Background: an optimization exercise with open tools, aiming at small area and a short achievable clock period. Do not read the settings as production practice.
Only simulation tests tie the RTL to the original design; equivalence was not proved.
Power is estimated from default activity; no workload was simulated.

Setup of try-sierra:
// nand_needle_8bit
module nand_needle_8bit (
    input  wire        clk,
    input  wire        rst_n,
    input  wire        step,
    input  wire        player_move,
    input  wire [5:0]  player_from,
    input  wire [5:0]  player_to,
    output reg  [7:0]  remainder,
    output reg  [2:0]  phase,
    output reg         slip_detected,
    output wire [7:0]  needle_mask,
    output reg  [5:0]  ai_from,
    output reg  [5:0]  ai_to,
    output reg         ai_valid
);
export LEC_CHECK = 0
export ABC_AREA = 1
export CAP_MARGIN = 20
export CORE_MARGIN = 2
export CORE_UTILIZATION = 60
export CTS_CLUSTER_DIAMETER = 80
export CTS_CLUSTER_SIZE = 20
export PLACE_DENSITY = 0.7
export SLEW_MARGIN = 20
create_clock -name core_clock -period 110.0 [get_ports {clk}]
standard.sh (not shown) runs the stock make flow with config.mk's settings and CLKGATE_MAP_FILE= SYNTH_SCRIPT=/design/flow/synth_recipe.tcl, a recipe that flattens the netlist after the stock synthesis.
==> flow/flow/run.sh <==
#!/bin/bash
# The standard layout (standard.sh: standard synthesis and ORFS flow),
# with one change: the port buffers that buffer_ports inserts are buf_4
# cells instead of the slow delay cell it picks by default.
set -euo pipefail
export BUFFER_PORTS_ARGS="-buffer_cell sky130_fd_sc_hd__buf_4"
bash standard.sh finish > standard_flow.log 2>&1
Here is what was changed in the inputs of try-cedar compared with try-sierra.
# try-sierra
export LEC_CHECK = 0
export ABC_AREA = 1
export CAP_MARGIN = 20
export CORE_MARGIN = 2
export CORE_UTILIZATION = 60
export CTS_CLUSTER_DIAMETER = 80
export CTS_CLUSTER_SIZE = 20
export PLACE_DENSITY = 0.7
export SLEW_MARGIN = 20
create_clock -name core_clock -period 110.0 [get_ports {clk}]
# try-cedar
export LEC_CHECK = 0
export ABC_AREA = 1
export CAP_MARGIN = 20
export CORE_MARGIN = 2
export CORE_UTILIZATION = 60
export CTS_CLUSTER_DIAMETER = 80
export CTS_CLUSTER_SIZE = 20
export PLACE_DENSITY = 0.7
export SLEW_MARGIN = 60
create_clock -name core_clock -period 110.0 [get_ports {clk}]
==> comparison <==
Both conditions hold for try-cedar: the flow ran to the end and the final layout passed the timing, DRC and antenna checks.
On actual transition at the worst max-transition pin: between try-sierra and try-cedar, it ends up higher for try-sierra.
try-cedar ended up with sky130_fd_sc_hd__nand2_1 as its critical-path cell with the highest stage delay; try-sierra ended up with sky130_fd_sc_hd__buf_4.
try-cedar against try-sierra: sequential share of cell area moved down, maximum vdd drop grew by about 22%, design area moved up.
On layout overhead on the synthesized area: between try-sierra and try-cedar, it ends up higher for try-cedar.
Changes observed in try-cedar relative to try-sierra: final cell count shows no meaningful change; post-layout worst setup margin up 290 ps.
On worst-case clock skew: try-cedar sits below try-sierra.
Going from try-sierra to try-cedar, wire length has increased; worst slew slack as a fraction of its limit now larger.
Detailed placement HPWL delta (try-cedar − try-sierra): unfavourable
### try-cedar -> try-amber
# try-cedar
export LEC_CHECK = 0
export ABC_AREA = 1
export CAP_MARGIN = 20
export CORE_MARGIN = 2
export CORE_UTILIZATION = 60
export CTS_CLUSTER_DIAMETER = 80
export CTS_CLUSTER_SIZE = 20
export PLACE_DENSITY = 0.7
export SLEW_MARGIN = 60
create_clock -name core_clock -period 110.0 [get_ports {clk}]
# try-amber
export LEC_CHECK = 0
export ABC_AREA = 1
export CAP_MARGIN = 20
export CORE_MARGIN = 2
export CORE_UTILIZATION = 60
export CTS_CLUSTER_DIAMETER = 80
export CTS_CLUSTER_SIZE = 20
export PLACE_DENSITY = 0.7
export SLEW_MARGIN = 80
create_clock -name core_clock -period 110.0 [get_ports {clk}]
Findings:
- remainder[6]$_DFFE_PN0P_ as the origin of the worst setup path was reported by try-amber, and step by try-cedar.
- Changes observed in try-amber relative to try-cedar: global routing usage on met1 up 0.68 points, footprint of the multi-input gates up 3100 um2, final cell count now sits higher, sequential cell count roughly the same, leakage power summed over all cells increased by 5.7% relative to the old numbers.
Relative to try-amber, the following input files were edited for try-violet:
# try-amber
export LEC_CHECK = 0
export ABC_AREA = 1
export CAP_MARGIN = 20
export CORE_MARGIN = 2
export CORE_UTILIZATION = 60
export CTS_CLUSTER_DIAMETER = 80
export CTS_CLUSTER_SIZE = 20
export PLACE_DENSITY = 0.7
export SLEW_MARGIN = 80
create_clock -name core_clock -period 110.0 [get_ports {clk}]
# try-violet
export LEC_CHECK = 0
export ABC_AREA = 1
export CAP_MARGIN = 60
export CORE_MARGIN = 2
export CORE_UTILIZATION = 60
export CTS_CLUSTER_DIAMETER = 80
export CTS_CLUSTER_SIZE = 20
export PLACE_DENSITY = 0.7
export SLEW_MARGIN = 60
create_clock -name core_clock -period 110.0 [get_ports {clk}]
==> comparison <==
Status: count of inverters other than clock inverters in the layout parity (try-violet, try-amber). Of the two candidates, try-amber has the worse global-route wire length before repair and try-violet the better one. Power share of the combinational group in try-violet vs try-amber: down 2.4 points. On share of cells above drive strength 1: try-violet sits below try-amber. Taking try-amber as the reference, in try-violet internal reg-to-reg setup slack lower; number of fillers in the final layout higher; net switching power lower.

==> static timing again, ports no longer ideal <==
In the flow no input, the clock included, has a driving cell. The finished layouts below were timed again as built, in two steps.
Step 1 sets driving cells, clkbuf_16 on the clock port and buf_2 on the other inputs (assumed; they add their load-dependent delay and slew).
Step 2 moves the port delays by t, midway between the first and last clock arrival at a register: inputs arrive t later, outputs are due t later. That takes back most of the time a late clock gives input paths.
Three values: no drivers, after step 1, after step 2; two values: the first two.
run	shift t [ns]	setup WS [ns]	worst hold slack (ns)	latest minus earliest clock arrival (ns)	cell pins on the clock port's net
try-sierra	0.821	86.259 / 86.275 / 85.454	0.373 / 0.373 / 0.373	0.086 / 0.086	1
try-cedar	0.817	86.553 / 86.555 / 85.738	0.388 / 0.388 / 0.388	0.081 / 0.081	1
try-amber	0.816	86.638 / 86.556 / 86.055	0.398 / 0.398 / 0.398	0.072 / 0.072	1
try-violet	0.817	86.553 / 86.555 / 85.738	0.388 / 0.388 / 0.388	0.081 / 0.081	1
After both steps setup and hold are still met in every run listed.
